Source: an optimization exercise on an open RTL-to-GDS flow (aim: small area, a short achievable clock period and few clock cycles per item). Production flows keep margins and buffers that such runs may drop.
Where RTL was checked, it was by simulation tests only, not by an equivalence proof against the original.
No activity file was given, so power comes from the tool's default toggle rates.

==> harbor: inputs <==
// layer
module layer #(
    parameter integer WIDTH     = 16,
    parameter integer ACC_WIDTH = 22
)(
    input  logic              clk,
    input  logic              rst_n,
    input  logic              start,
    input  logic signed [WIDTH-1:0] x_in,
    output logic              ready,
    output logic              debug_bit,
    output logic signed [WIDTH-1:0]     y_out,
    output logic signed [ACC_WIDTH-1:0] acc_out
);
==> flow/config.mk <==
export PLATFORM = sky130hd
export DESIGN_NAME = layer
export DESIGN_NICKNAME = layer
export VERILOG_FILES = /design/flow/design.v
export SDC_FILE = /design/flow/constraint.sdc
export NUM_CORES = 4
export LEC_CHECK = 0
export CAP_MARGIN = 20
export CORE_MARGIN = 2
export CORE_UTILIZATION = 60
export CTS_BUF_LIST = sky130_fd_sc_hd__clkbuf_4 sky130_fd_sc_hd__clkbuf_8
export SLEW_MARGIN = 20
export SYNTH_HIERARCHICAL = 1
export SYNTH_MINIMUM_KEEP_SIZE = 0
==> flow/constraint.sdc <==
create_clock -name core_clock -period 10.0 [get_ports {clk}]
set_input_delay 2.0000 -clock core_clock [delete_from_list [all_inputs] [get_ports {clk}]]
set_output_delay 2.0000 -clock core_clock [all_outputs]
set_load 0.01 [all_outputs]
standard.sh (not shown) runs the stock make flow with config.mk's settings and CLKGATE_MAP_FILE= SYNTH_SCRIPT=/design/flow/synth_recipe.tcl, a recipe that flattens the netlist after the stock synthesis.
==> flow/flow/run.sh <==
#!/bin/bash
# The standard layout (the standard.sh), in three parts:
#  1. the standard synthesis;
#  3. the rest of the standard flow, with timing repair aimed at a setup
#     slack margin of 6.6 ns and free to resize cells across footprints, so
#     that it sizes up again the cells on critical paths. The SDC, clock
#     period and I/O constraints are unchanged.
set -euo pipefail
bash standard.sh synth > synth.log 2>&1
openroad -no_init -exit flow/downsize.tcl > downsize.log 2>&1
bash standard.sh SETUP_SLACK_MARGIN=6.6 MATCH_CELL_FOOTPRINT=0 finish > standard.log 2>&1
==> flow/flow/downsize.tcl <==
set odb orfs/results/sky130hd/layer/base/1_synth.odb
read_db $odb
set db [ord::get_db]
set block [ord::get_db_block]
set to [$db findMaster sky130_fd_sc_hd__a22oi_1]
set n 0
foreach inst [$block getInsts] {
  if {[[$inst getMaster] getName] eq "sky130_fd_sc_hd__a22oi_2"} {
    $inst swapMaster $to
    incr n
  }
}
puts "downsized $n a22oi_2 to a22oi_1"
write_db $odb
==> willow: changes against harbor <==
--- a/flow/design.v
+++ b/flow/design.v
@@ -10,87 +10,25 @@
 module cheb_bpp (input logic one, two, neg, bi, bim1, output logic p);
   assign p = ((one & bi) | (two & bim1)) ^ neg;
 endmodule
 module cheb_bppn (input logic one, two, neg, bi, bim1, output logic p);
   assign p = ~(((one & bi) | (two & bim1)) ^ neg);
 endmodule
 module cheb_mac2 (
   input  logic [3:0]  idx,
+  input  logic [14:0] dig,
   input  logic [15:0] x,
   output logic [15:0] ca,
   output logic [15:0] cb,
   output logic cc
 );
-  logic [4:0] m2_one;
-  always_comb begin
-    case (idx)
-      4'd0: m2_one = 5'h18;
-      4'd1: m2_one = 5'h1b;
-      4'd2: m2_one = 5'h14;
-      4'd3: m2_one = 5'h1e;
-      4'd4: m2_one = 5'ha;
-      4'd5: m2_one = 5'h15;
-      4'd6: m2_one = 5'h17;
-      4'd7: m2_one = 5'h16;
-      4'd8: m2_one = 5'he;
-      4'd9: m2_one = 5'h15;
-      4'd10: m2_one = 5'h14;
-      4'd11: m2_one = 5'h19;
-      4'd12: m2_one = 5'h1d;
-      4'd13: m2_one = 5'h15;
-      4'd14: m2_one = 5'h13;
-      4'd15: m2_one = 5'h15;
-      default: m2_one = '0;
-    endcase
-  end
-  logic [4:0] m2_two;
-  always_comb begin
-    case (idx)
-      4'd0: m2_two = 5'h6;
-      4'd1: m2_two = 5'h4;
-      4'd2: m2_two = 5'h8;
-      4'd3: m2_two = 5'h1;
-      4'd4: m2_two = 5'h14;
-      4'd5: m2_two = 5'h2;
-      4'd6: m2_two = 5'h8;
-      4'd7: m2_two = 5'h9;
-      4'd8: m2_two = 5'h0;
-      4'd9: m2_two = 5'ha;
-      4'd10: m2_two = 5'ha;
-      4'd11: m2_two = 5'h4;
-      4'd12: m2_two = 5'h0;
-      4'd13: m2_two = 5'h2;
-      4'd14: m2_two = 5'h0;
-      4'd15: m2_two = 5'h2;
-      default: m2_two = '0;
-    endcase
-  end
-  logic [4:0] m2_neg;
-  always_comb begin
-    case (idx)
-      4'd0: m2_neg = 5'h12;
-      4'd1: m2_neg = 5'h1a;
-      4'd2: m2_neg = 5'h14;
-      4'd3: m2_neg = 5'h15;
-      4'd4: m2_neg = 5'h12;
-      4'd5: m2_neg = 5'h15;
-      4'd6: m2_neg = 5'h1b;
-      4'd7: m2_neg = 5'h17;
-      4'd8: m2_neg = 5'ha;
-      4'd9: m2_neg = 5'h19;
-      4'd10: m2_neg = 5'h6;
-      4'd11: m2_neg = 5'h19;
-      4'd12: m2_neg = 5'hc;
-      4'd13: m2_neg = 5'h11;
-      4'd14: m2_neg = 5'h3;
-      4'd15: m2_neg = 5'h12;
-      default: m2_neg = '0;
-    endcase
-  end
+  wire [4:0] m2_one = dig[4:0];
+  wire [4:0] m2_two = dig[9:5];
+  wire [4:0] m2_neg = dig[14:10];
   wire m2_pp0_0 = (m2_one[0] & x[0]) ^ m2_neg[0];
   wire m2_pp0_1;
   cheb_bpp u_m2_pp0_1 (.one(m2_one[0]), .two(m2_two[0]), .neg(m2_neg[0]), .bi(x[1]), .bim1(x[0]), .p(m2_pp0_1));
   wire m2_pp0_2;
   cheb_bpp u_m2_pp0_2 (.one(m2_one[0]), .two(m2_two[0]), .neg(m2_neg[0]), .bi(x[2]), .bim1(x[1]), .p(m2_pp0_2));
   wire m2_pp0_3;
   cheb_bpp u_m2_pp0_3 (.one(m2_one[0]), .two(m2_two[0]), .neg(m2_neg[0]), .bi(x[3]), .bim1(x[2]), .p(m2_pp0_3));
   wire m2_pp0_4;
@@ -1638,27 +1576,26 @@
   wire ad_P25 = ad_p0[12] & ad_P16;
   wire ad_G26 = ad_g0[14] | (ad_p0[14] & ad_G19);
   wire ad_P26 = ad_p0[14] & ad_P19;
   wire [15:0] ad_s = {ad_p0[15] ^ ad_G26, ad_p0[14] ^ ad_G19, ad_p0[13] ^ ad_G25, ad_p0[12] ^ ad_G16, ad_p0[11] ^ ad_G24, ad_p0[10] ^ ad_G18, ad_p0[9] ^ ad_G23, ad_p0[8] ^ ad_G13, ad_p0[7] ^ ad_G22, ad_p0[6] ^ ad_G17, ad_p0[5] ^ ad_G21, ad_p0[4] ^ ad_G9, ad_p0[3] ^ ad_G20, ad_p0[2] ^ ad_G1, ad_p0[1] ^ ad_gc, ad_p0[0] ^ 1'b1};
   assign d = ad_s;
 endmodule
 module cheb_accadd (
   input  logic        first,
-  input  logic        valid,
   input  logic [21:0] acc,
   input  logic [15:0] a,
   input  logic [15:0] b,
   input  logic        c,
   output logic [21:0] s
 );
   wire [21:0] ax = first ? 22'd0 : acc;
-  wire [15:0] ag = valid ? a : 16'd0;
-  wire [15:0] bg = valid ? b : 16'd0;
-  wire cg = valid & c;
+  wire [15:0] ag = a;
+  wire [15:0] bg = b;
+  wire cg = c;
   wire [16:0] cr;
   wire [15:0] sm;
   assign cr[0] = cg;
   cheb_fa u_f0 (.a(ax[0]), .b(ag[0]), .c(bg[0]), .s(sm[0]), .co(cr[1]));
   cheb_fa u_f1 (.a(ax[1]), .b(ag[1]), .c(bg[1]), .s(sm[1]), .co(cr[2]));
   cheb_fa u_f2 (.a(ax[2]), .b(ag[2]), .c(bg[2]), .s(sm[2]), .co(cr[3]));
   cheb_fa u_f3 (.a(ax[3]), .b(ag[3]), .c(bg[3]), .s(sm[3]), .co(cr[4]));
   cheb_fa u_f4 (.a(ax[4]), .b(ag[4]), .c(bg[4]), .s(sm[4]), .co(cr[5]));
@@ -1899,59 +1836,86 @@
             v4 <= v3;
             v5 <= v4;
             fst6 <= v4 && i4 == 4'd0;
             lst6 <= v4 && i4 == 4'd15;
             lst7  <= lst6;
             ready <= lst7;
         end
     end
+    wire [3:0] idx_n = start ? 4'd0 : cnt;
+  logic [14:0] dig_n;
+  always_comb begin
+    case (idx_n)
+      4'd0: dig_n = 15'h48d8;
+      4'd1: dig_n = 15'h689b;
+      4'd2: dig_n = 15'h5114;
+      4'd3: dig_n = 15'h543e;
+      4'd4: dig_n = 15'h4a8a;
+      4'd5: dig_n = 15'h5455;
+      4'd6: dig_n = 15'h6d17;
+      4'd7: dig_n = 15'h5d36;
+      4'd8: dig_n = 15'h280e;
+      4'd9: dig_n = 15'h6555;
+      4'd10: dig_n = 15'h1954;
+      4'd11: dig_n = 15'h6499;
+      4'd12: dig_n = 15'h301d;
+      4'd13: dig_n = 15'h4455;
+      4'd14: dig_n = 15'hc13;
+      4'd15: dig_n = 15'h4855;
+      default: dig_n = '0;
+    endcase
+  end
+    logic [14:0] dig0;
     logic [3:0]  i0, i1, i2, i3, i4;
     logic [15:0] x0, x1, x2, x3, x4;
     logic [15:0] a2, b2s, a1, b1s, a0, b0s;      
     logic        c2, c1, c0;
     logic [15:0] b2, b2d, b1, d;
     logic [15:0] a2_n, b2s_n, a1_n, b1s_n, a0_n, b0s_n;
     logic        c2_n, c1_n, c0_n;
     logic [15:0] b2_n, b1_n, d_n;
     always_ff @(posedge clk) begin
         x0   <= x_in;
-        i0   <= start ? 4'd0 : cnt;
+        i0   <= idx_n;
+        dig0 <= dig_n;
         x1 <= x0;  i1 <= i0;
         a2 <= a2_n; b2s <= b2s_n; c2 <= c2_n;
         x2 <= x1;  i2 <= i1;
         b2 <= b2_n;
         x3 <= x2;  i3 <= i2;
         a1 <= a1_n; b1s <= b1s_n; c1 <= c1_n;
         b2d <= b2;
         x4 <= x3;  i4 <= i3;
         b1 <= b1_n;
         d  <= d_n;
         a0 <= a0_n; b0s <= b0s_n; c0 <= c0_n;
     end
-    cheb_mac2  u_m2  (.idx(i0), .x(x0), .ca(a2_n), .cb(b2s_n), .cc(c2_n));
+    cheb_mac2  u_m2  (.idx(i0), .dig(dig0), .x(x0), .ca(a2_n), .cb(b2s_n), .cc(c2_n));
     cheb_cpa16 u_p2  (.a(a2), .b(b2s), .c(c2), .s(b2_n));
     cheb_mac1  u_m1  (.idx(i2), .x(x2), .bin(b2), .ca(a1_n), .cb(b1s_n), .cc(c1_n));
     cheb_cpa16 u_p1  (.a(a1), .b(b1s), .c(c1), .s(b1_n));
     cheb_dsub  u_ds  (.idx(i3), .x15(x3[15]), .b2(b2d), .d(d_n));
     cheb_mac0  u_m0  (.x(x4), .bin(b1), .d(d), .ca(a0_n), .cb(b0s_n), .cc(c0_n));
     logic signed [ACC_WIDTH-1:0] acc, acc_n;
-    cheb_accadd u_acc (.first(fst6), .valid(v5), .acc(acc), .a(a0), .b(b0s), .c(c0), .s(acc_n));
+    cheb_accadd u_acc (.first(fst6), .acc(acc), .a(a0), .b(b0s), .c(c0), .s(acc_n));
     always_ff @(posedge clk)
         acc <= acc_n;
     function automatic logic [WIDTH-1:0] requant(input logic [ACC_WIDTH-1:0] a);
         if (!a[21] && a[20:10] != '0)
             requant = 16'h7fff;
         else if (a[21] && (a[20:10] != '1 || a[9:0] == '0))
             requant = 16'h8001;
         else
             requant = {a[10:0], 5'b0};
     endfunction
-    logic [WIDTH-1:0] yq;
-    logic             dbg;
+    logic [ACC_WIDTH-1:0] acc_q;
+    logic [WIDTH-1:0]     yq;
+    logic                 dbg;
     always_ff @(posedge clk) begin
-        yq  <= requant(acc);
-        dbg <= ^acc ^ ^requant(acc);
+        acc_q <= acc;
+        yq    <= requant(acc);
+        dbg   <= ^acc ^ ^requant(acc);
     end
-    assign acc_out   = acc;
+    assign acc_out   = acc_q;
     assign y_out     = yq;
     assign debug_bit = dbg;
 endmodule
==> flow/flow/run.sh (replaced) <==
#!/bin/bash
# The standard layout (the standard.sh), in three parts:
#  1. the standard synthesis;
#  3. the rest of the standard flow, with timing repair aimed at a setup
#     slack margin of 6.6 ns and free to resize cells across footprints, so
#     that it buffers and sizes up what the critical paths need. The SDC,
#     clock period and I/O constraints are unchanged.
set -euo pipefail
bash standard.sh synth > synth.log 2>&1
openroad -no_init -exit flow/downsize.tcl > downsize.log 2>&1
bash standard.sh SETUP_SLACK_MARGIN=6.6 MATCH_CELL_FOOTPRINT=0 finish > standard.log 2>&1
==> flow/flow/downsize.tcl (replaced) <==
set odb orfs/results/sky130hd/layer/base/1_synth.odb
read_db $odb
read_liberty $::env(FLOW_HOME)/platforms/sky130hd/lib/sky130_fd_sc_hd__tt_025C_1v80.lib
remove_buffers
set db [ord::get_db]
set block [ord::get_db_block]
set to [$db findMaster sky130_fd_sc_hd__a22oi_1]
set n 0
foreach inst [$block getInsts] {
  if {[[$inst getMaster] getName] eq "sky130_fd_sc_hd__a22oi_2"} {
    $inst swapMaster $to
    incr n
  }
}
puts "downsized $n a22oi_2 to a22oi_1"
write_db $odb
CORE_UTILIZATION = 40   (was 60)
CTS_BUF_LIST = sky130_fd_sc_hd__clkbuf_8 sky130_fd_sc_hd__clkbuf_16   (was sky130_fd_sc_hd__clkbuf_4 sky130_fd_sc_hd__clkbuf_8)
CTS_CLUSTER_DIAMETER = 60   (was not set)
CTS_CLUSTER_SIZE = 24   (was not set)
==> amber: changes against harbor <==
CORE_UTILIZATION = 40   (was 60)
==> notes <==
Wire length: willow is lower than amber (8.2%). Critical path depth: willow > harbor > amber. The highest count of clock-buffer cells in the layout belongs to amber, the lowest to willow. In amber the global-route usage is higher than in willow, by 1.5 points. Against willow, the sequential power of harbor is lower by about 8%. In willow the die area is higher than in harbor, by about 50%. Of harbor and amber, amber has the higher final cell count (gap about 9%, measured against amber).
Testbench counts of willow, summed over its fixed seeds: cycles 8,840, items 384.
No functional check of the RTL was part of harbor and amber.

[static timing again, ports no longer ideal]
No port has a modelled driver above. Below, the same layouts with a new extraction and two added sets of constraints.
Step 1 sets driving cells, clkbuf_16 on the clock port and buf_2 on the other inputs (assumed; they add their load-dependent delay and slew).
Step 2 moves the port delays by t, midway between the first and last clock arrival at a register: inputs arrive t later, outputs are due t later. That takes back most of the time a late clock gives input paths.
Slacks: no drivers / after step 1 / after step 2; pairs: no drivers / after step 1.
run | t (ns) | setup slack, ns | latest minus earliest clock arrival (ns)
harbor | 0.688 | 6.231 / 6.231 / 6.231 | 0.039 / 0.039
willow | 0.629 | 6.508 / 6.508 / 6.186 | 0.039 / 0.039
amber | 0.712 | 6.272 / 6.272 / 6.272 | 0.060 / 0.060
After both steps setup and hold are still met in every run listed. For willow, which loses most, drivers alone change the setup slack by 0.000 ns; drivers and shift together by -0.322 ns.
